This is an optimization exercise on Yosys and OpenROAD, whose aim is small area, not a production implementation. Function was checked by simulation only, so behaviour that the tests miss may differ from the original.

==> flow/constraint.sdc <==
create_clock -name core_clock -period 5.0 [get_ports {clk}]
set_input_delay 1.0000 -clock core_clock [delete_from_list [all_inputs] [get_ports {clk}]]
set_output_delay 1.0000 -clock core_clock [all_outputs]
set_load 0.01 [all_outputs]
==> flow/standard.sh <==
#!/bin/bash
# synth_recipe.tcl (not shown) runs the flow's synth.tcl, then flattens the netlist and writes it again
# the make line also repeats each setting of config.mk as NAME=value (left out here)
make -C /OpenROAD-flow-scripts/flow DESIGN_CONFIG=/design/flow/config.mk WORK_HOME=/design/flow/orfs CLKGATE_MAP_FILE= SYNTH_SCRIPT=/design/flow/synth_recipe.tcl "${@:-finish}"
==> flow/config.mk <==
export PLATFORM = sky130hd
export DESIGN_NAME = rgb_to_ycrcb
export DESIGN_NICKNAME = rgb_to_ycrcb
export VERILOG_FILES = /design/flow/design.v
export SDC_FILE = /design/flow/constraint.sdc
export NUM_CORES = 4
export LEC_CHECK = 0
export CAP_MARGIN = 20
export CORE_MARGIN = 2
export CORE_UTILIZATION = 70
export CTS_BUF_LIST = sky130_fd_sc_hd__clkbuf_4 sky130_fd_sc_hd__clkbuf_8
export CTS_CLUSTER_SIZE = 20
export PLACE_DENSITY = 0.8
export SLEW_MARGIN = 20
export SYNTH_HIERARCHICAL = 1
export SYNTH_MINIMUM_KEEP_SIZE = 0
==> flow/design.v <==
module rgb_to_ycrcb(input clk,
	input [7:0] r,
	input [7:0] g,
	input [7:0] b,
	output [7:0] y,
	output [7:0] cr,
	output [7:0] cb);
reg w1_196;
reg w1_197;
reg w1_198;
reg w1_199;
reg w1_200;
reg w1_201;
reg w1_202;
reg w1_203;
reg w1_204;
reg w1_205;
reg w1_206;
reg w1_207;
reg w1_208;
reg w1_209;
reg w1_210;
reg w1_211;
reg r1_212;
reg r1_213;
reg r1_214;
reg r1_215;
reg r1_216;
reg r1_217;
reg r1_218;
reg r1_219;
reg b1_220;
reg b1_221;
reg b1_222;
reg b1_223;
reg b1_224;
reg b1_225;
reg b1_226;
reg b1_227;
reg y2_294;
reg y2_295;
reg y2_296;
reg y2_297;
reg y2_298;
reg y2_299;
reg y2_300;
reg y2_301;
reg wl2_302;
reg wl2_303;
reg wl2_304;
reg wl2_305;
reg wl2_306;
reg wl2_307;
reg wl2_308;
reg dh2_309;
reg dh2_310;
reg dh2_311;
reg dh2_312;
reg dh2_313;
reg dh2_314;
reg dh2_315;
reg dh2_316;
reg dh2_317;
reg eh2_318;
reg eh2_319;
reg eh2_320;
reg eh2_321;
reg eh2_322;
reg eh2_323;
reg eh2_324;
reg eh2_325;
reg eh2_326;
reg cr3_619;
reg cr3_620;
reg cr3_621;
reg cr3_622;
reg cr3_623;
reg cr3_624;
reg cr3_625;
reg cr3_626;
reg cb3_627;
reg cb3_628;
reg cb3_629;
reg cb3_630;
reg cb3_631;
reg cb3_632;
reg cb3_633;
reg cb3_634;
reg y3_635;
reg y3_636;
reg y3_637;
reg y3_638;
reg y3_639;
reg y3_640;
reg y3_641;
reg y3_642;
wire s1;
wire c2;
wire s3;
wire c4;
wire s5;
wire c6;
wire s7;
wire c8;
wire s9;
wire c10;
wire s11;
wire c12;
wire s13;
wire c14;
wire s15;
wire c16;
wire s17;
wire c18;
wire s19;
wire c20;
wire s21;
wire c22;
wire s23;
wire c24;
wire s25;
wire c26;
wire s27;
wire c28;
wire s29;
wire c30;
wire s31;
wire c32;
wire s33;
wire c34;
wire s35;
wire c36;
wire s37;
wire c38;
wire s39;
wire c40;
wire s41;
wire c42;
wire s43;
wire c44;
wire s45;
wire c46;
wire s47;
wire c48;
wire s49;
wire c50;
wire s51;
wire c52;
wire s53;
wire c54;
wire s55;
wire c56;
wire s57;
wire c58;
wire s59;
wire c60;
wire s61;
wire c62;
wire s63;
wire c64;
wire s65;
wire c66;
wire s67;
wire c68;
wire s69;
wire c70;
wire s71;
wire c72;
wire s73;
wire c74;
wire s75;
wire c76;
wire s77;
wire c78;
wire s79;
wire c80;
wire s81;
wire c82;
wire s83;
wire c84;
wire s85;
wire c86;
wire s87;
wire c88;
wire s89;
wire c90;
wire s91;
wire c92;
wire s93;
wire c94;
wire s95;
wire c96;
wire s97;
wire c98;
wire s99;
wire c100;
wire s101;
wire c102;
wire s103;
wire c104;
wire s105;
wire c106;
wire s107;
wire c108;
wire s109;
wire c110;
wire s111;
wire c112;
wire p113;
wire p114;
wire p115;
wire p116;
wire p117;
wire p118;
wire p119;
wire p120;
wire p121;
wire p122;
wire p123;
wire p124;
wire p125;
wire p126;
wire p127;
wire p128;
wire p129;
wire p130;
wire p131;
wire p132;
wire p133;
wire p134;
wire p135;
wire p136;
wire p137;
wire p138;
wire q139;
wire g140;
wire q141;
wire g142;
wire q143;
wire g144;
wire q145;
wire g146;
wire q147;
wire g148;
wire q149;
wire g150;
wire q151;
wire g152;
wire q153;
wire g154;
wire q155;
wire g156;
wire q157;
wire g158;
wire q159;
wire g160;
wire q161;
wire g162;
wire q163;
wire g164;
wire q165;
wire g166;
wire q167;
wire g168;
wire q169;
wire g170;
wire q171;
wire g172;
wire q173;
wire g174;
wire q175;
wire g176;
wire q177;
wire g178;
wire q179;
wire g180;
wire q181;
wire o182;
wire o183;
wire o184;
wire o185;
wire o186;
wire o187;
wire o188;
wire o189;
wire o190;
wire o191;
wire o192;
wire o193;
wire o194;
wire o195;
wire i228;
wire i229;
wire i230;
wire i231;
wire i232;
wire i233;
wire i234;
wire i235;
wire i236;
wire l237;
wire o238;
wire l239;
wire o240;
wire l241;
wire o242;
wire l243;
wire o244;
wire l245;
wire o246;
wire l247;
wire o248;
wire i249;
wire s250;
wire c251;
wire s252;
wire c253;
wire s254;
wire c255;
wire s256;
wire c257;
wire s258;
wire c259;
wire s260;
wire c261;
wire s262;
wire c263;
wire s264;
wire c265;
wire s266;
wire c267;
wire s268;
wire c269;
wire s270;
wire c271;
wire s272;
wire c273;
wire s274;
wire c275;
wire s276;
wire c277;
wire s278;
wire c279;
wire s280;
wire c281;
wire s282;
wire c283;
wire s284;
wire c285;
wire y286;
wire y287;
wire y288;
wire y289;
wire y290;
wire y291;
wire y292;
wire y293;
wire i327;
wire i328;
wire i329;
wire i330;
wire i331;
wire i332;
wire i333;
wire i334;
wire i335;
wire i336;
wire i337;
wire i338;
wire i339;
wire i340;
wire i341;
wire i342;
wire s343;
wire c344;
wire s345;
wire c346;
wire s347;
wire c348;
wire s349;
wire c350;
wire s351;
wire c352;
wire s353;
wire c354;
wire s355;
wire c356;
wire s357;
wire c358;
wire s359;
wire c360;
wire s361;
wire c362;
wire s363;
wire c364;
wire s365;
wire c366;
wire s367;
wire c368;
wire s369;
wire c370;
wire s371;
wire c372;
wire s373;
wire c374;
wire s375;
wire c376;
wire s377;
wire c378;
wire s379;
wire c380;
wire s381;
wire c382;
wire s383;
wire c384;
wire s385;
wire c386;
wire s387;
wire c388;
wire s389;
wire c390;
wire s391;
wire c392;
wire s393;
wire c394;
wire s395;
wire c396;
wire s397;
wire c398;
wire s399;
wire c400;
wire s401;
wire c402;
wire p403;
wire p404;
wire p405;
wire p406;
wire p407;
wire p408;
wire p409;
wire p410;
wire p411;
wire p412;
wire p413;
wire p414;
wire p415;
wire p416;
wire p417;
wire p418;
wire p419;
wire p420;
wire p421;
wire p422;
wire p423;
wire p424;
wire p425;
wire p426;
wire p427;
wire p428;
wire p429;
wire p430;
wire p431;
wire p432;
wire p433;
wire p434;
wire p435;
wire p436;
wire p437;
wire p438;
wire p439;
wire p440;
wire p441;
wire p442;
wire p443;
wire p444;
wire g445;
wire q446;
wire g447;
wire q448;
wire g449;
wire q450;
wire g451;
wire q452;
wire g453;
wire q454;
wire g455;
wire q456;
wire g457;
wire q458;
wire g459;
wire q460;
wire g461;
wire q462;
wire g463;
wire q464;
wire g465;
wire q466;
wire g467;
wire q468;
wire g469;
wire q470;
wire g471;
wire q472;
wire g473;
wire q474;
wire g475;
wire q476;
wire g477;
wire q478;
wire g479;
wire q480;
wire g481;
wire q482;
wire g483;
wire q484;
wire g485;
wire q486;
wire g487;
wire q488;
wire g489;
wire q490;
wire g491;
wire q492;
wire g493;
wire q494;
wire g495;
wire q496;
wire g497;
wire q498;
wire g499;
wire q500;
wire g501;
wire q502;
wire g503;
wire q504;
wire g505;
wire q506;
wire g507;
wire q508;
wire g509;
wire q510;
wire g511;
wire q512;
wire o513;
wire o514;
wire o515;
wire o516;
wire o517;
wire o518;
wire o519;
wire o520;
wire i521;
wire i522;
wire i523;
wire i524;
wire p525;
wire p526;
wire p527;
wire p528;
wire p529;
wire p530;
wire p531;
wire p532;
wire p533;
wire p534;
wire p535;
wire p536;
wire p537;
wire p538;
wire p539;
wire p540;
wire p541;
wire p542;
wire p543;
wire p544;
wire p545;
wire p546;
wire p547;
wire p548;
wire p549;
wire p550;
wire p551;
wire p552;
wire p553;
wire p554;
wire p555;
wire p556;
wire q557;
wire q558;
wire g559;
wire q560;
wire g561;
wire q562;
wire g563;
wire q564;
wire g565;
wire q566;
wire g567;
wire q568;
wire g569;
wire q570;
wire g571;
wire q572;
wire q573;
wire g574;
wire q575;
wire g576;
wire q577;
wire g578;
wire q579;
wire g580;
wire q581;
wire g582;
wire q583;
wire g584;
wire q585;
wire g586;
wire q587;
wire g588;
wire q589;
wire g590;
wire q591;
wire g592;
wire q593;
wire g594;
wire q595;
wire q596;
wire g597;
wire q598;
wire g599;
wire q600;
wire g601;
wire q602;
wire g603;
wire q604;
wire g605;
wire q606;
wire g607;
wire q608;
wire g609;
wire q610;
wire o611;
wire o612;
wire o613;
wire o614;
wire o615;
wire o616;
wire o617;
wire o618;
add2 u_s1 (.a(r[3]), .b(r[2]), .s(s1), .co(c2));
add3 u_s3 (.a(r[4]), .b(r[3]), .c(r[0]), .s(s3), .co(c4));
add2 u_s5 (.a(g[5]), .b(g[4]), .s(s5), .co(c6));
add3 u_s7 (.a(r[5]), .b(r[4]), .c(r[1]), .s(s7), .co(c8));
add3 u_s9 (.a(g[6]), .b(g[5]), .c(g[3]), .s(s9), .co(c10));
add2 u_s11 (.a(g[0]), .b(b[5]), .s(s11), .co(c12));
add3 u_s13 (.a(r[6]), .b(r[5]), .c(r[2]), .s(s13), .co(c14));
add3 u_s15 (.a(g[7]), .b(g[6]), .c(g[4]), .s(s15), .co(c16));
add3 u_s17 (.a(g[1]), .b(b[6]), .c(b[3]), .s(s17), .co(c18));
add3 u_s19 (.a(r[7]), .b(r[6]), .c(r[3]), .s(s19), .co(c20));
add3 u_s21 (.a(g[7]), .b(g[5]), .c(g[2]), .s(s21), .co(c22));
add2 u_s23 (.a(b[7]), .b(b[4]), .s(s23), .co(c24));
add3 u_s25 (.a(r[7]), .b(r[4]), .c(g[6]), .s(s25), .co(c26));
add2 u_s27 (.a(r[1]), .b(r[0]), .s(s27), .co(c28));
add3 u_s29 (.a(r[2]), .b(r[1]), .c(g[3]), .s(s29), .co(c30));
add2 u_s31 (.a(g[2]), .b(g[0]), .s(s31), .co(c32));
add3 u_s33 (.a(g[4]), .b(g[3]), .c(g[1]), .s(s33), .co(c34));
add3 u_s35 (.a(b[3]), .b(b[0]), .c(s1), .s(s35), .co(c36));
add3 u_s37 (.a(g[2]), .b(b[4]), .c(b[1]), .s(s37), .co(c38));
add3 u_s39 (.a(c2), .b(s5), .c(s3), .s(s39), .co(c40));
add3 u_s41 (.a(b[2]), .b(c6), .c(s11), .s(s41), .co(c42));
add3 u_s43 (.a(c4), .b(s7), .c(s9), .s(s43), .co(c44));
add3 u_s45 (.a(c12), .b(c8), .c(c10), .s(s45), .co(c46));
add3 u_s47 (.a(s13), .b(s15), .c(s17), .s(s47), .co(c48));
add3 u_s49 (.a(s23), .b(c14), .c(c16), .s(s49), .co(c50));
add3 u_s51 (.a(c18), .b(s19), .c(s21), .s(s51), .co(c52));
add3 u_s53 (.a(g[3]), .b(b[5]), .c(c24), .s(s53), .co(c54));
add3 u_s55 (.a(c20), .b(c22), .c(s25), .s(s55), .co(c56));
add3 u_s57 (.a(r[5]), .b(g[7]), .c(g[4]), .s(s57), .co(c58));
add2 u_s59 (.a(b[6]), .b(c26), .s(s59), .co(c60));
add2 u_s61 (.a(r[6]), .b(g[5]), .s(s61), .co(c62));
add2 u_s63 (.a(r[0]), .b(g[1]), .s(s63), .co(c64));
add3 u_s65 (.a(g[2]), .b(g[1]), .c(b[1]), .s(s65), .co(c66));
add3 u_s67 (.a(b[2]), .b(c28), .c(s31), .s(s67), .co(c68));
add3 u_s69 (.a(c32), .b(c30), .c(s33), .s(s69), .co(c70));
add3 u_s71 (.a(c34), .b(s37), .c(c36), .s(s71), .co(c72));
add3 u_s73 (.a(c38), .b(s41), .c(c40), .s(s73), .co(c74));
add3 u_s75 (.a(c42), .b(c44), .c(s45), .s(s75), .co(c76));
add3 u_s77 (.a(c46), .b(c48), .c(s49), .s(s77), .co(c78));
add3 u_s79 (.a(s53), .b(c50), .c(c52), .s(s79), .co(c80));
add3 u_s81 (.a(s57), .b(c54), .c(s59), .s(s81), .co(c82));
add3 u_s83 (.a(b[7]), .b(s61), .c(c58), .s(s83), .co(c84));
add2 u_s85 (.a(r[7]), .b(g[6]), .s(s85), .co(c86));
add2 u_s87 (.a(g[0]), .b(b[0]), .s(s87), .co(c88));
add3 u_s89 (.a(c64), .b(s27), .c(s65), .s(s89), .co(c90));
add3 u_s91 (.a(c66), .b(s29), .c(s67), .s(s91), .co(c92));
add3 u_s93 (.a(c68), .b(s35), .c(s69), .s(s93), .co(c94));
add3 u_s95 (.a(c70), .b(s39), .c(s71), .s(s95), .co(c96));
add3 u_s97 (.a(s43), .b(c72), .c(s73), .s(s97), .co(c98));
add3 u_s99 (.a(s47), .b(c74), .c(s75), .s(s99), .co(c100));
add3 u_s101 (.a(s51), .b(c76), .c(s77), .s(s101), .co(c102));
add3 u_s103 (.a(s55), .b(c78), .c(s79), .s(s103), .co(c104));
add3 u_s105 (.a(c56), .b(s81), .c(c80), .s(s105), .co(c106));
add3 u_s107 (.a(c60), .b(s83), .c(c82), .s(s107), .co(c108));
add3 u_s109 (.a(c62), .b(s85), .c(c84), .s(s109), .co(c110));
add2 u_s111 (.a(g[7]), .b(c86), .s(s111), .co(c112));
assign p113 = s63 ^ s87;
assign p114 = s63 & s87;
assign p115 = s89 ^ c88;
assign p116 = s89 & c88;
assign p117 = s91 ^ c90;
assign p118 = s91 & c90;
assign p119 = s93 ^ c92;
assign p120 = s93 & c92;
assign p121 = s95 ^ c94;
assign p122 = s95 & c94;
assign p123 = s97 ^ c96;
assign p124 = s97 & c96;
assign p125 = s99 ^ c98;
assign p126 = s99 & c98;
assign p127 = s101 ^ c100;
assign p128 = s101 & c100;
assign p129 = s103 ^ c102;
assign p130 = s103 & c102;
assign p131 = s105 ^ c104;
assign p132 = s105 & c104;
assign p133 = s107 ^ c106;
assign p134 = s107 & c106;
assign p135 = s109 ^ c108;
assign p136 = s109 & c108;
assign p137 = s111 ^ c110;
assign p138 = s111 & c110;
assign q139 = p113 & g[0];
assign g140 = p118 | (p117 & p116);
assign q141 = p117 & p115;
assign g142 = p122 | (p121 & p120);
assign q143 = p121 & p119;
assign g144 = p126 | (p125 & p124);
assign q145 = p125 & p123;
assign g146 = p130 | (p129 & p128);
assign q147 = p129 & p127;
assign g148 = p134 | (p133 & p132);
assign q149 = p133 & p131;
assign g150 = p138 | (p137 & p136);
assign q151 = p137 & p135;
assign g152 = g140 | (q141 & p114);
assign q153 = q141 & q139;
assign g154 = g144 | (q145 & g142);
assign q155 = q145 & q143;
assign g156 = g148 | (q149 & g146);
assign q157 = q149 & q147;
assign g158 = g154 | (q155 & g152);
assign q159 = q155 & q153;
assign g160 = g156 | (q157 & g158);
assign q161 = q157 & q159;
assign g162 = g142 | (q143 & g152);
assign q163 = q143 & q153;
assign g164 = g146 | (q147 & g158);
assign q165 = q147 & q159;
assign g166 = g150 | (q151 & g160);
assign q167 = q151 & q161;
assign g168 = p116 | (p115 & p114);
assign q169 = p115 & q139;
assign g170 = p120 | (p119 & g152);
assign q171 = p119 & q153;
assign g172 = p124 | (p123 & g162);
assign q173 = p123 & q163;
assign g174 = p128 | (p127 & g158);
assign q175 = p127 & q159;
assign g176 = p132 | (p131 & g164);
assign q177 = p131 & q165;
assign g178 = p136 | (p135 & g160);
assign q179 = p135 & q161;
assign g180 = 1'b0 | (c112 & g166);
assign q181 = c112 & q167;
assign o182 = p115 ^ p114;
assign o183 = p117 ^ g168;
assign o184 = p119 ^ g152;
assign o185 = p121 ^ g170;
assign o186 = p123 ^ g162;
assign o187 = p125 ^ g172;
assign o188 = p127 ^ g158;
assign o189 = p129 ^ g174;
assign o190 = p131 ^ g164;
assign o191 = p133 ^ g176;
assign o192 = p135 ^ g160;
assign o193 = p137 ^ g178;
assign o194 = c112 ^ g166;
assign o195 = 1'b0 ^ g180;
always @(posedge clk) w1_196 <= g[0];
always @(posedge clk) w1_197 <= p113;
always @(posedge clk) w1_198 <= o182;
always @(posedge clk) w1_199 <= o183;
always @(posedge clk) w1_200 <= o184;
always @(posedge clk) w1_201 <= o185;
always @(posedge clk) w1_202 <= o186;
always @(posedge clk) w1_203 <= o187;
always @(posedge clk) w1_204 <= o188;
always @(posedge clk) w1_205 <= o189;
always @(posedge clk) w1_206 <= o190;
always @(posedge clk) w1_207 <= o191;
always @(posedge clk) w1_208 <= o192;
always @(posedge clk) w1_209 <= o193;
always @(posedge clk) w1_210 <= o194;
always @(posedge clk) w1_211 <= o195;
always @(posedge clk) r1_212 <= r[0];
always @(posedge clk) r1_213 <= r[1];
always @(posedge clk) r1_214 <= r[2];
always @(posedge clk) r1_215 <= r[3];
always @(posedge clk) r1_216 <= r[4];
always @(posedge clk) r1_217 <= r[5];
always @(posedge clk) r1_218 <= r[6];
always @(posedge clk) r1_219 <= r[7];
always @(posedge clk) b1_220 <= b[0];
always @(posedge clk) b1_221 <= b[1];
always @(posedge clk) b1_222 <= b[2];
always @(posedge clk) b1_223 <= b[3];
always @(posedge clk) b1_224 <= b[4];
always @(posedge clk) b1_225 <= b[5];
always @(posedge clk) b1_226 <= b[6];
always @(posedge clk) b1_227 <= b[7];
assign i228 = ~w1_203;
assign i229 = ~w1_204;
assign i230 = ~w1_205;
assign i231 = ~w1_206;
assign i232 = ~w1_207;
assign i233 = ~w1_208;
assign i234 = ~w1_209;
assign i235 = ~w1_210;
assign i236 = ~w1_211;
assign l237 = w1_197 ^ w1_196;
assign o238 = w1_197 | w1_196;
assign l239 = w1_198 ^ o238;
assign o240 = w1_198 | o238;
assign l241 = w1_199 ^ o240;
assign o242 = w1_199 | o240;
assign l243 = w1_200 ^ o242;
assign o244 = w1_200 | o242;
assign l245 = w1_201 ^ o244;
assign o246 = w1_201 | o244;
assign l247 = w1_202 ^ o246;
assign o248 = w1_202 | o246;
assign i249 = ~o248;
add3 u_s250 (.a(r1_212), .b(i228), .c(i249), .s(s250), .co(c251));
add3 u_s252 (.a(r1_213), .b(i229), .c(c251), .s(s252), .co(c253));
add3 u_s254 (.a(r1_214), .b(i230), .c(c253), .s(s254), .co(c255));
add3 u_s256 (.a(r1_215), .b(i231), .c(c255), .s(s256), .co(c257));
add3 u_s258 (.a(r1_216), .b(i232), .c(c257), .s(s258), .co(c259));
add3 u_s260 (.a(r1_217), .b(i233), .c(c259), .s(s260), .co(c261));
add3 u_s262 (.a(r1_218), .b(i234), .c(c261), .s(s262), .co(c263));
add3 u_s264 (.a(r1_219), .b(i235), .c(c263), .s(s264), .co(c265));
add2 u_s266 (.a(i236), .b(c265), .s(s266), .co(c267));
add3 u_s268 (.a(b1_220), .b(i228), .c(i249), .s(s268), .co(c269));
add3 u_s270 (.a(b1_221), .b(i229), .c(c269), .s(s270), .co(c271));
add3 u_s272 (.a(b1_222), .b(i230), .c(c271), .s(s272), .co(c273));
add3 u_s274 (.a(b1_223), .b(i231), .c(c273), .s(s274), .co(c275));
add3 u_s276 (.a(b1_224), .b(i232), .c(c275), .s(s276), .co(c277));
add3 u_s278 (.a(b1_225), .b(i233), .c(c277), .s(s278), .co(c279));
add3 u_s280 (.a(b1_226), .b(i234), .c(c279), .s(s280), .co(c281));
add3 u_s282 (.a(b1_227), .b(i235), .c(c281), .s(s282), .co(c283));
add2 u_s284 (.a(i236), .b(c283), .s(s284), .co(c285));
assign y286 = w1_203 | w1_211;
assign y287 = w1_204 | w1_211;
assign y288 = w1_205 | w1_211;
assign y289 = w1_206 | w1_211;
assign y290 = w1_207 | w1_211;
assign y291 = w1_208 | w1_211;
assign y292 = w1_209 | w1_211;
assign y293 = w1_210 | w1_211;
always @(posedge clk) y2_294 <= y286;
always @(posedge clk) y2_295 <= y287;
always @(posedge clk) y2_296 <= y288;
always @(posedge clk) y2_297 <= y289;
always @(posedge clk) y2_298 <= y290;
always @(posedge clk) y2_299 <= y291;
always @(posedge clk) y2_300 <= y292;
always @(posedge clk) y2_301 <= y293;
always @(posedge clk) wl2_302 <= w1_196;
always @(posedge clk) wl2_303 <= l237;
always @(posedge clk) wl2_304 <= l239;
always @(posedge clk) wl2_305 <= l241;
always @(posedge clk) wl2_306 <= l243;
always @(posedge clk) wl2_307 <= l245;
always @(posedge clk) wl2_308 <= l247;
always @(posedge clk) dh2_309 <= s250;
always @(posedge clk) dh2_310 <= s252;
always @(posedge clk) dh2_311 <= s254;
always @(posedge clk) dh2_312 <= s256;
always @(posedge clk) dh2_313 <= s258;
always @(posedge clk) dh2_314 <= s260;
always @(posedge clk) dh2_315 <= s262;
always @(posedge clk) dh2_316 <= s264;
always @(posedge clk) dh2_317 <= s266;
always @(posedge clk) eh2_318 <= s268;
always @(posedge clk) eh2_319 <= s270;
always @(posedge clk) eh2_320 <= s272;
always @(posedge clk) eh2_321 <= s274;
always @(posedge clk) eh2_322 <= s276;
always @(posedge clk) eh2_323 <= s278;
always @(posedge clk) eh2_324 <= s280;
always @(posedge clk) eh2_325 <= s282;
always @(posedge clk) eh2_326 <= s284;
assign i327 = ~dh2_317;
assign i328 = ~wl2_302;
assign i329 = ~wl2_303;
assign i330 = ~wl2_304;
assign i331 = ~wl2_305;
assign i332 = ~wl2_306;
assign i333 = ~wl2_307;
assign i334 = ~wl2_308;
assign i335 = ~dh2_309;
assign i336 = ~dh2_310;
assign i337 = ~dh2_311;
assign i338 = ~dh2_312;
assign i339 = ~dh2_313;
assign i340 = ~dh2_314;
assign i341 = ~dh2_315;
assign i342 = ~dh2_316;
add2 u_s343 (.a(i329), .b(i332), .s(s343), .co(c344));
add3 u_s345 (.a(wl2_302), .b(i330), .c(i333), .s(s345), .co(c346));
add3 u_s347 (.a(wl2_303), .b(i331), .c(i334), .s(s347), .co(c348));
add3 u_s349 (.a(wl2_304), .b(i332), .c(i335), .s(s349), .co(c350));
add3 u_s351 (.a(wl2_305), .b(i333), .c(i336), .s(s351), .co(c352));
add3 u_s353 (.a(wl2_306), .b(i334), .c(i337), .s(s353), .co(c354));
add3 u_s355 (.a(wl2_307), .b(i335), .c(i338), .s(s355), .co(c356));
add3 u_s357 (.a(wl2_308), .b(i336), .c(i339), .s(s357), .co(c358));
add3 u_s359 (.a(dh2_309), .b(i337), .c(i340), .s(s359), .co(c360));
add3 u_s361 (.a(dh2_317), .b(i338), .c(i341), .s(s361), .co(c362));
add3 u_s363 (.a(dh2_310), .b(i339), .c(i342), .s(s363), .co(c364));
add3 u_s365 (.a(dh2_312), .b(dh2_317), .c(dh2_311), .s(s365), .co(c366));
add2 u_s367 (.a(i329), .b(i331), .s(s367), .co(c368));
add2 u_s369 (.a(i330), .b(i332), .s(s369), .co(c370));
add3 u_s371 (.a(wl2_302), .b(i331), .c(i333), .s(s371), .co(c372));
add3 u_s373 (.a(i334), .b(i328), .c(s343), .s(s373), .co(c374));
add3 u_s375 (.a(i335), .b(c344), .c(s345), .s(s375), .co(c376));
add3 u_s377 (.a(i336), .b(c346), .c(s347), .s(s377), .co(c378));
add3 u_s379 (.a(i337), .b(c348), .c(s349), .s(s379), .co(c380));
add3 u_s381 (.a(i338), .b(c350), .c(s351), .s(s381), .co(c382));
add3 u_s383 (.a(i339), .b(c352), .c(s353), .s(s383), .co(c384));
add3 u_s385 (.a(i340), .b(c354), .c(s355), .s(s385), .co(c386));
add3 u_s387 (.a(i341), .b(c356), .c(s357), .s(s387), .co(c388));
add3 u_s389 (.a(i342), .b(c358), .c(s359), .s(s389), .co(c390));
add3 u_s391 (.a(i336), .b(c360), .c(s361), .s(s391), .co(c392));
add3 u_s393 (.a(i337), .b(c362), .c(s363), .s(s393), .co(c394));
add3 u_s395 (.a(i340), .b(s365), .c(c364), .s(s395), .co(c396));
add3 u_s397 (.a(i341), .b(i339), .c(c366), .s(s397), .co(c398));
add3 u_s399 (.a(dh2_313), .b(i342), .c(i340), .s(s399), .co(c400));
add3 u_s401 (.a(dh2_315), .b(dh2_317), .c(dh2_314), .s(s401), .co(c402));
assign p403 = 1'b1 & i328;
assign p404 = 1'b1 | i328;
assign p405 = i330 & wl2_302;
assign p406 = i330 | wl2_302;
assign p407 = s367 & i328;
assign p408 = s367 | i328;
assign p409 = s369 & c368;
assign p410 = s369 | c368;
assign p411 = s371 & c370;
assign p412 = s371 | c370;
assign p413 = s373 & c372;
assign p414 = s373 | c372;
assign p415 = s375 & c374;
assign p416 = s375 | c374;
assign p417 = s377 & c376;
assign p418 = s377 | c376;
assign p419 = s379 & c378;
assign p420 = s379 | c378;
assign p421 = s381 & c380;
assign p422 = s381 | c380;
assign p423 = s383 & c382;
assign p424 = s383 | c382;
assign p425 = s385 & c384;
assign p426 = s385 | c384;
assign p427 = s387 & c386;
assign p428 = s387 | c386;
assign p429 = s389 ^ c388;
assign p430 = s389 & c388;
assign p431 = s391 ^ c390;
assign p432 = s391 & c390;
assign p433 = s393 ^ c392;
assign p434 = s393 & c392;
assign p435 = s395 ^ c394;
assign p436 = s395 & c394;
assign p437 = s397 ^ c396;
assign p438 = s397 & c396;
assign p439 = s399 ^ c398;
assign p440 = s399 & c398;
assign p441 = s401 ^ c400;
assign p442 = s401 & c400;
assign p443 = dh2_316 ^ c402;
assign p444 = dh2_316 & c402;
assign g445 = 1'b0 | (i329 & p403);
assign q446 = i329 & p404;
assign g447 = p407 | (p408 & p405);
assign q448 = p408 & p406;
assign g449 = p411 | (p412 & p409);
assign q450 = p412 & p410;
assign g451 = p415 | (p416 & p413);
assign q452 = p416 & p414;
assign g453 = p419 | (p420 & p417);
assign q454 = p420 & p418;
assign g455 = p423 | (p424 & p421);
assign q456 = p424 & p422;
assign g457 = p427 | (p428 & p425);
assign q458 = p428 & p426;
assign g459 = p432 | (p431 & p430);
assign q460 = p431 & p429;
assign g461 = p436 | (p435 & p434);
assign q462 = p435 & p433;
assign g463 = p440 | (p439 & p438);
assign q464 = p439 & p437;
assign g465 = g447 | (q448 & g445);
assign q466 = q448 & q446;
assign g467 = g451 | (q452 & g449);
assign q468 = q452 & q450;
assign g469 = g455 | (q456 & g453);
assign q470 = q456 & q454;
assign g471 = g459 | (q460 & g457);
assign q472 = q460 & q458;
assign g473 = g463 | (q464 & g461);
assign q474 = q464 & q462;
assign g475 = g467 | (q468 & g465);
assign q476 = q468 & q466;
assign g477 = g471 | (q472 & g469);
assign q478 = q472 & q470;
assign g479 = g477 | (q478 & g475);
assign q480 = q478 & q476;
assign g481 = g469 | (q470 & g475);
assign q482 = q470 & q476;
assign g483 = g473 | (q474 & g479);
assign q484 = q474 & q480;
assign g485 = g449 | (q450 & g465);
assign q486 = q450 & q466;
assign g487 = g453 | (q454 & g475);
assign q488 = q454 & q476;
assign g489 = g457 | (q458 & g481);
assign q490 = q458 & q482;
assign g491 = g461 | (q462 & g479);
assign q492 = q462 & q480;
assign g493 = p405 | (p406 & g445);
assign q494 = p406 & q446;
assign g495 = p409 | (p410 & g465);
assign q496 = p410 & q466;
assign g497 = p413 | (p414 & g485);
assign q498 = p414 & q486;
assign g499 = p417 | (p418 & g475);
assign q500 = p418 & q476;
assign g501 = p421 | (p422 & g487);
assign q502 = p422 & q488;
assign g503 = p425 | (p426 & g481);
assign q504 = p426 & q482;
assign g505 = p430 | (p429 & g489);
assign q506 = p429 & q490;
assign g507 = p434 | (p433 & g479);
assign q508 = p433 & q480;
assign g509 = p438 | (p437 & g491);
assign q510 = p437 & q492;
assign g511 = p442 | (p441 & g483);
assign q512 = p441 & q484;
assign o513 = p429 ^ g489;
assign o514 = p431 ^ g505;
assign o515 = p433 ^ g479;
assign o516 = p435 ^ g507;
assign o517 = p437 ^ g491;
assign o518 = p439 ^ g509;
assign o519 = p441 ^ g483;
assign o520 = p443 ^ g511;
assign i521 = ~eh2_326;
assign i522 = ~eh2_323;
assign i523 = ~eh2_324;
assign i524 = ~eh2_325;
assign p525 = wl2_302 & wl2_305;
assign p526 = wl2_302 | wl2_305;
assign p527 = wl2_303 & wl2_306;
assign p528 = wl2_303 | wl2_306;
assign p529 = wl2_304 & wl2_307;
assign p530 = wl2_304 | wl2_307;
assign p531 = wl2_305 & wl2_308;
assign p532 = wl2_305 | wl2_308;
assign p533 = wl2_306 & eh2_318;
assign p534 = wl2_306 | eh2_318;
assign p535 = wl2_307 & eh2_319;
assign p536 = wl2_307 | eh2_319;
assign p537 = wl2_308 & eh2_320;
assign p538 = wl2_308 | eh2_320;
assign p539 = eh2_318 & eh2_321;
assign p540 = eh2_318 | eh2_321;
assign p541 = eh2_319 ^ eh2_322;
assign p542 = eh2_319 & eh2_322;
assign p543 = eh2_320 ^ eh2_323;
assign p544 = eh2_320 & eh2_323;
assign p545 = eh2_321 ^ eh2_324;
assign p546 = eh2_321 & eh2_324;
assign p547 = eh2_322 ^ eh2_325;
assign p548 = eh2_322 & eh2_325;
assign p549 = i521 ^ i522;
assign p550 = i521 & i522;
assign p551 = i523 ^ eh2_323;
assign p552 = i523 & eh2_323;
assign p553 = i524 ^ eh2_324;
assign p554 = i524 & eh2_324;
assign p555 = eh2_326 ^ eh2_325;
assign p556 = eh2_326 & eh2_325;
assign q557 = wl2_303 & wl2_302;
assign q558 = p526 & wl2_304;
assign g559 = p529 | (p530 & p527);
assign q560 = p530 & p528;
assign g561 = p533 | (p534 & p531);
assign q562 = p534 & p532;
assign g563 = p537 | (p538 & p535);
assign q564 = p538 & p536;
assign g565 = p542 | (p541 & p539);
assign q566 = p541 & p540;
assign g567 = p546 | (p545 & p544);
assign q568 = p545 & p543;
assign g569 = p550 | (p549 & p548);
assign q570 = p549 & p547;
assign g571 = p554 | (p553 & p552);
assign q572 = p553 & p551;
assign q573 = q558 & q557;
assign g574 = g561 | (q562 & g559);
assign q575 = q562 & q560;
assign g576 = g565 | (q566 & g563);
assign q577 = q566 & q564;
assign g578 = g569 | (q570 & g567);
assign q579 = q570 & q568;
assign g580 = g574 | (q575 & p525);
assign q581 = q575 & q573;
assign g582 = g578 | (q579 & g576);
assign q583 = q579 & q577;
assign g584 = g582 | (q583 & g580);
assign q585 = q583 & q581;
assign g586 = g576 | (q577 & g580);
assign q587 = q577 & q581;
assign g588 = g559 | (q560 & p525);
assign q589 = q560 & q573;
assign g590 = g563 | (q564 & g580);
assign q591 = q564 & q581;
assign g592 = g567 | (q568 & g586);
assign q593 = q568 & q587;
assign g594 = g571 | (q572 & g584);
assign q595 = q572 & q585;
assign q596 = wl2_304 & q557;
assign g597 = p527 | (p528 & p525);
assign q598 = p528 & q573;
assign g599 = p531 | (p532 & g588);
assign q600 = p532 & q589;
assign g601 = p535 | (p536 & g580);
assign q602 = p536 & q581;
assign g603 = p539 | (p540 & g590);
assign q604 = p540 & q591;
assign g605 = p544 | (p543 & g586);
assign q606 = p543 & q587;
assign g607 = p548 | (p547 & g592);
assign q608 = p547 & q593;
assign g609 = p552 | (p551 & g584);
assign q610 = p551 & q585;
assign o611 = p541 ^ g603;
assign o612 = p543 ^ g586;
assign o613 = p545 ^ g605;
assign o614 = p547 ^ g592;
assign o615 = p549 ^ g607;
assign o616 = p551 ^ g584;
assign o617 = p553 ^ g609;
assign o618 = p555 ^ g594;
always @(posedge clk) cr3_619 <= o513;
always @(posedge clk) cr3_620 <= o514;
always @(posedge clk) cr3_621 <= o515;
always @(posedge clk) cr3_622 <= o516;
always @(posedge clk) cr3_623 <= o517;
always @(posedge clk) cr3_624 <= o518;
always @(posedge clk) cr3_625 <= o519;
always @(posedge clk) cr3_626 <= o520;
always @(posedge clk) cb3_627 <= o611;
always @(posedge clk) cb3_628 <= o612;
always @(posedge clk) cb3_629 <= o613;
always @(posedge clk) cb3_630 <= o614;
always @(posedge clk) cb3_631 <= o615;
always @(posedge clk) cb3_632 <= o616;
always @(posedge clk) cb3_633 <= o617;
always @(posedge clk) cb3_634 <= o618;
always @(posedge clk) y3_635 <= y2_294;
always @(posedge clk) y3_636 <= y2_295;
always @(posedge clk) y3_637 <= y2_296;
always @(posedge clk) y3_638 <= y2_297;
always @(posedge clk) y3_639 <= y2_298;
always @(posedge clk) y3_640 <= y2_299;
always @(posedge clk) y3_641 <= y2_300;
always @(posedge clk) y3_642 <= y2_301;
assign y = {y3_642, y3_641, y3_640, y3_639, y3_638, y3_637, y3_636, y3_635};
assign cr = {cr3_626, cr3_625, cr3_624, cr3_623, cr3_622, cr3_621, cr3_620, cr3_619};
assign cb = {cb3_634, cb3_633, cb3_632, cb3_631, cb3_630, cb3_629, cb3_628, cb3_627};
endmodule
module add3(input a, input b, input c, output s, output co);
assign s = a ^ b ^ c;
assign co = (a & b) | (a & c) | (b & c);
endmodule
module add2(input a, input b, output s, output co);
assign s = a ^ b;
assign co = a & b;
endmodule
==> flow/flow/run.sh <==
#!/bin/bash
bash standard.sh "BUFFER_PORTS_ARGS=-buffer_cell sky130_fd_sc_hd__buf_1" finish > standard.log 2>&1
==> results of run 1 <==
[cells in the final DEF (no fill, tap or decap), types with 3 or more instances in the layout]
cell        synthesis  layout
fa_1              100      92
dfxtp_1            89      89
ha_1               50      49
buf_1               0      48
inv_1              46      46
nand2_1            17      17
a21o_1             12      12
xor2_1              9       9
clkbuf_8            0       9
a21oi_1             8       8
fa_2                0       8
xnor2_1             7       7
a31oi_1             6       6
nor2_1              6       6
o21ai_0             5       5
buf_4              24       5
o21ai_1             3       3
a31o_1              3       3
o31ai_1             3       3
o22ai_1             3       3
inv_6               0       3
clkinvlp_4          0       3
[critical path, stage by stage, from the launching register on]
cell and delay (ns):
dfxtp_1 0.33, inv_1 0.04, ha_1 0.19, ha_1 0.18
ha_1 0.18, ha_1 0.19, ha_1 0.19, ha_2 0.20
fa_1 0.38, fa_2 0.35, fa_2 0.34, fa_1 0.38
fa_2 0.36, fa_2 0.35, fa_1 0.38, fa_1 0.37
ha_1 0.29
[routing by layer]
metal	global-route usage, %	share of wire [%]	vias to the layer above	wire length [µm]
met2	45.3	55	67	5190
li1	-	-	1444	-
met4	7.71	1.8	0	168
met1	30.2	40	1563	3750
met5	0	0	-	0
met3	4.80	3.0	17	280
[per-module statistics from Yosys (local to each module, per instance)]
module        flops+latches  cell area [µm²]
add2                      0             12.5
add3                      0             20.0
rgb_to_ycrcb             89             3530
[final cells by class]
type / instances / area, µm² / share of cell area, %
Timing Repair Buffer: 53 / 218 / 3.72
Clock inverter: 7 / 60.1 / 1.02
Clock buffer: 9 / 124 / 2.11
Inverter: 48 / 180 / 3.07
Sequential cell: 89 / 1780 / 30.4
Multi-Input combinational cell: 259 / 3370 / 57.5
Tap cell: 102 / 128 / 2.18
[metrics by stage]
step | area, µm² | setup slack [ns]
CTS | 5840 | 0.0292
global route | 5860 | 0.0384
detailed placement | 5650 | -0.0642
global placement | 5650 | 0.114
floorplan | 5490 | 0.192
finish | 5860 | 0.187
[how the worst min path moves through the flow]
stage | start | to
global route | y2_295 | y3_636
detailed placement | y2_299 | y3_640
CTS | y2_294 | y3_635
floorplan | y2_294 | y3_635
finish | y2_295 | y3_636
global placement | y2_299 | y3_640
[kinds of logic (layout without fill, tap and decap cells)]
group                      count (synthesis)  after routing  synth area share, %
AOI/OAI and AO/OA                         57             57                 7.41
xor gates and xnor gates                  16             16                 2.55
adders and majority gates                150            150                 47.9
buffers and inverters                     72            117                 6.57
DFF                                       89             89                 32.5
and+or+nand+nor                           36             36                 3.12
[what timing repair did]
| action | in CTS | in global routing |
|---|---|---|
| endpoints found under the setup margin | 2 | 2 |
| resized for setup | 3 | 6 |
| endpoints found under the hold margin | 0 | 0 |
| pin swaps | 0 | 0 |
==> results.cfg, run 1 <==
[routing]
wl_mm = 9.38
routed_via_density = 5.45
drtPass1Iterations = 4
detail_route.iter0.violations = 93
ant_nets = 0
drc = 0
avgRoutedWirePerCell_um = 16.6
num_vias = 3091

[timing]
fmax_mhz = 208
skew_ns = 0.0132
worst_pin_slew_ns = 0.393
slew_headroom_pct = 73.8
hold_slack_ns = 0.332
hold_viol_final = 0
period_needed_ns = 4.81
slew_viol_final = 0
finalCritPeriodShare_pct = 96.3
setup_viol = 0
tns_ns = 0
rsz0062_at_grt = false

[clocking]
clock_path_buffers = 2
root_buffer = clkbuf_8
insertion_delay_ns = 0.36
htreeDepth = 3
numCtsBuffers = 9
cts.clk_slew.worst_paths_ns = 0.10
clock_sinks = 89
post-cts-setup-buffers = 0
hold_buffers = 0
cts_tree = built

[synth]
ys.flop_type = dfxtp_1
ys_types = 40
synth.top_cells.by_count = fa_1, dfxtp_1, ha_1
syn_inst = 420
synthTopCellsByArea = fa_1, dfxtp_1, ha_1
syn_nets = 595
synth_sequential_area_ratio_pct = 32.5
async_reset_ff_share_pct = 0
synth_top_area_cell = fa_1
avgSynthCellArea_um2 = 13.1
yosysMostFrequentCell = fa_1
mappedNetlistArea_mm2 = 0.00549
synth_edf_count = 0
synth-seq-cells = 89
synth_top_area_share_pct = 36.5
ys_warn_count = 7

[min_path]
hold_depth = 0
hold_path_class = reg -> reg

[worst_setup_path]
crit_path_end = eh2_326
rr_endpoint = eh2_326
reg2reg_depth = 16
cp-end-kind = register
startpoint_type = register
r2r_start = w1_196
worstPathRequired_ns = 5.25
crit_path_max_fanout = 2
crit_start = w1_196
r2r_slack_ns = 0.19
path_class = reg -> reg
arrival_ns = 5.07

[floorplan]
io_pins = 49
die-width_um = 92.5
coreArea_mm2 = 0.00765
dieArea_mm2 = 0.00856
die_y_um = 92.5
fp-row-count = 32
initial_core_util_pct = 71.8

[global_routing]
grt-ovfl-total = 0
grt_max_degree = 18
grt_pass1_vias = 3420
grt_antenna_before_repair = 0
grt_pass1_wl_mm = 16.1
track_usage_pct = 25.0

[run_status]
outcome = finished clean

[layout]
syn_to_final_growth_pct = 6.77
drive_gt1_share_pct = 7.53
fin_util_pct = 76.6
fill_cells = 485
nets = 635
final_cells = 567
antenna_cells = 0

[place]
hpwl_mm = 8.14
gp_congestion = 0.837
port-buffer-count = 48
place_inst = 551

[job]
drv_cap = 0
==> run 2, diff against run 1 <==
--- a/flow/config.mk
+++ b/flow/config.mk
@@ -7,10 +7,9 @@
 export LEC_CHECK = 0
 export CAP_MARGIN = 20
 export CORE_MARGIN = 2
-export CORE_UTILIZATION = 70
-export CTS_BUF_LIST = sky130_fd_sc_hd__clkbuf_4 sky130_fd_sc_hd__clkbuf_8
+export CORE_UTILIZATION = 60
+export CTS_BUF_LIST = sky130_fd_sc_hd__clkbuf_8
 export CTS_CLUSTER_SIZE = 20
-export PLACE_DENSITY = 0.8
 export SLEW_MARGIN = 20
 export SYNTH_HIERARCHICAL = 1
 export SYNTH_MINIMUM_KEEP_SIZE = 0
==> run 2 against run 1 <==
- global-route usage fell by 4.6 points
- die area rose by 16%
- count of clock-buffer cells in the layout unchanged
- register-to-register slack is essentially flat
- critical path depth is the same
- sequential share of layout area down 0.50 points
- via count is 1.3% lower
- synthesized area is the same
- synthesized cell count is the same
- cell count rose by 2.6%
- critical path type unchanged
- highest routed layer unchanged
==> results.cfg, run 2 <==
[layout]
final_cell_mix = fa_1, dfxtp_1, ha_1, buf_1, inv_1
regArea_mm2 = 0.00178
fin_util_pct = 67.7
final_common_cell = fa_1
drive_gt1_share_pct = 9.49
syn_to_final_growth_pct = 8.57
multi_input_area_mm2 = 0.00337
final_area_mm2 = 0.00596
nets = 644
fill_cells = 669
antenna_cells = 0

[timing]
fmax_mhz = 208
worst_pin_slew_ns = 0.504
setup_viol = 0
worst_slack_ns = 0.181
rsz0062_at_grt = false
tns_ns = 0
hold_viol_final = 0
slew_viol_final = 0
slew_headroom_pct = 66.3
hold_slack_ns = 0.338
finalCritPeriodShare_pct = 96.4
skew_ns = 0.00977
period_needed_ns = 4.82

[floorplan]
die_y_um = 99.6
io_pins = 49
dieArea_mm2 = 0.00993
initial_core_util_pct = 62.3
die-width_um = 99.6
fp-row-count = 34
coreArea_mm2 = 0.00881

[clocking]
clock_sinks = 89
hold_buffers = 0
clock_path_buffers = 2
numCtsBuffers = 9
htreeDepth = 3
cts_tree = built
root_buffer = clkbuf_8
cts.clk_slew.worst_paths_ns = 0.10
post-cts-setup-buffers = 0
insertion_delay_ns = 0.37

[routing]
routed_via_density = 5.24
drc = 0
avgRoutedWirePerCell_um = 15.4
num_vias = 3051
wl_mm = 8.94
ant_nets = 0
drtPass1Iterations = 4
detail_route.iter0.violations = 54

[synth]
ys_warn_count = 7
async_reset_ff_share_pct = 0
synth-seq-cells = 89
ys_types = 40
syn_inst = 420
mappedNetlistArea_mm2 = 0.00549
avgSynthCellArea_um2 = 13.1
syn_nets = 595
synth_top_area_share_pct = 36.5
synth_top_area_cell = fa_1
synth_sequential_area_ratio_pct = 32.5
ys.flop_type = dfxtp_1
yosysMostFrequentCell = fa_1
synthTopCellsByArea = fa_1, dfxtp_1, ha_1
synth_edf_count = 0
synth.top_cells.by_count = fa_1, dfxtp_1, ha_1

[global_routing]
busiest_layer = met2
grt_max_degree = 20
grt_pass1_vias = 3332
track_usage_pct = 20.4
use_met1_pct = 26.8
grt_pass1_wl_mm = 15.6
grt-ovfl-total = 0
grtUsageMet3_pct = 2.74
grt_antenna_before_repair = 0
grtUsageMet2_pct = 34.7

[worst_setup_path]
startpoint_type = register
arrival_ns = 5.08
crit_path_max_fanout = 2
path_class = reg -> reg
worstPathRequired_ns = 5.26
cp-end-kind = register

[job]
drv_cap = 0

[run_status]
outcome = finished clean

[place]
placed_area_mm2 = 0.00573
pre_cts_slack_ns = -0.0517
hpwl_mm = 7.80
port-buffer-count = 48
gp_congestion = 0.845

[min_path]
hold_path_class = reg -> reg
==> run 2: changes by cell type in the layout (fill, tap and decap cells not counted), sizes merged <==
| cell | before | now |
|---|---|---|
| buf | 53 | 62 |
| clkinv | 2 | 6 |
| clkinvlp | 3 | 0 |
| inv | 50 | 49 |
==> run 2: kinds of logic (layout without fill, tap and decap cells) <==
logic type / Yosys count / count (layout) / share of synthesized area, %
simple gates: 36 / 36 / 3.12
compound gates: 57 / 57 / 7.41
buf+inv: 72 / 126 / 6.57
flops: 89 / 89 / 32.5
xor+xnor: 16 / 16 / 2.55
fa+ha+maj: 150 / 150 / 47.9
==> run 2: metal layers <==
layer  share of wire (%)  vias up
met2                  50       77
met5                   0        -
met1                  45     1510
met3                 3.3       12
met4                 1.8        0
li1                    -     1452
==> run 2: stage by stage <==
step,std cells
after global routing,582
after CTS,582
after floorplan,420
after detailed placement,566
final,582
after global placement,566
==> run 2: area by class of cell <==
type / instances / area share (%)
Timing Repair Buffer: 62 / 4.79
Clock buffer: 9 / 2.08
Inverter: 48 / 3.02
Sequential cell: 89 / 29.9
Clock inverter: 7 / 1.36
Multi-Input combinational cell: 259 / 56.6
Tap cell: 108 / 2.27
==> run 2: per-module statistics from Yosys (local to each module, per instance) <==
module,times used,flops+latches,cells
add2,17,0,1
add3,87,0,1
rgb_to_ycrcb,1,89,316
==> run 2: repair_timing <==
| action | 4_1_cts | 5_1_grt |
|---|---|---|
| gates resized for setup | 3 | 7 |
| cloned | 0 | 0 |
| endpoints found under the setup margin | 2 | 2 |
==> run 2: worst max-delay path, stage by stage, from the launching register on <==
cell	delay, ns
dfxtp_1	0.34
inv_1	0.04
ha_1	0.19
ha_1	0.19
ha_1	0.18
ha_1	0.18
ha_1	0.18
ha_1	0.22
fa_2	0.35
fa_1	0.38
fa_2	0.36
fa_2	0.35
fa_2	0.35
fa_1	0.40
fa_2	0.36
fa_1	0.37
ha_1	0.29
==> run 2: worst paths after layout <==
| path | from | to | slack [ns] | cells past startpoint |
|---|---|---|---|---|
| worst min register to register | y2_300 | y3_641 | 0.34 | 0 |
| worst min-delay path | y2_300 | y3_641 | 0.34 | 0 |
| worst max register to register | w1_196 | eh2_326 | 0.18 | 16 |
| worst max-delay path | w1_196 | eh2_326 | 0.18 | 16 |

[port drivers added, routing unchanged]
The flow's constraints put no driver on any port. The routed layouts listed below were extracted and timed again, unchanged, in two steps.
Step 1, drivers: a clkbuf_16 drives clk and a buf_2 each remaining input, both assumed.
Step 2 times the ports against the registers' clock, not the clock port: input delays grow and output delays shrink by t, the midpoint of the rising clock arrivals with the driver on.
Three values: ideal, step 1, step 2; two values: the first two.
run | t (ns) | setup WS [ns] | latest minus earliest clock arrival (ns) | worst register clock-pin slew, ns | worst data-port slew with drivers (ns)
run 1 | 0.382 | 0.187 / 0.187 / 0.079 | 0.014 / 0.014 | 0.10 / 0.10 | 0.04
run 2 | 0.393 | 0.181 / 0.181 / 0.168 | 0.010 / 0.011 | 0.10 / 0.10 | 0.03
After both steps setup and hold are still met in every run listed. The setup slack of run 1, which loses most, moves by 0.000 ns with the drivers and by -0.108 ns with both steps.
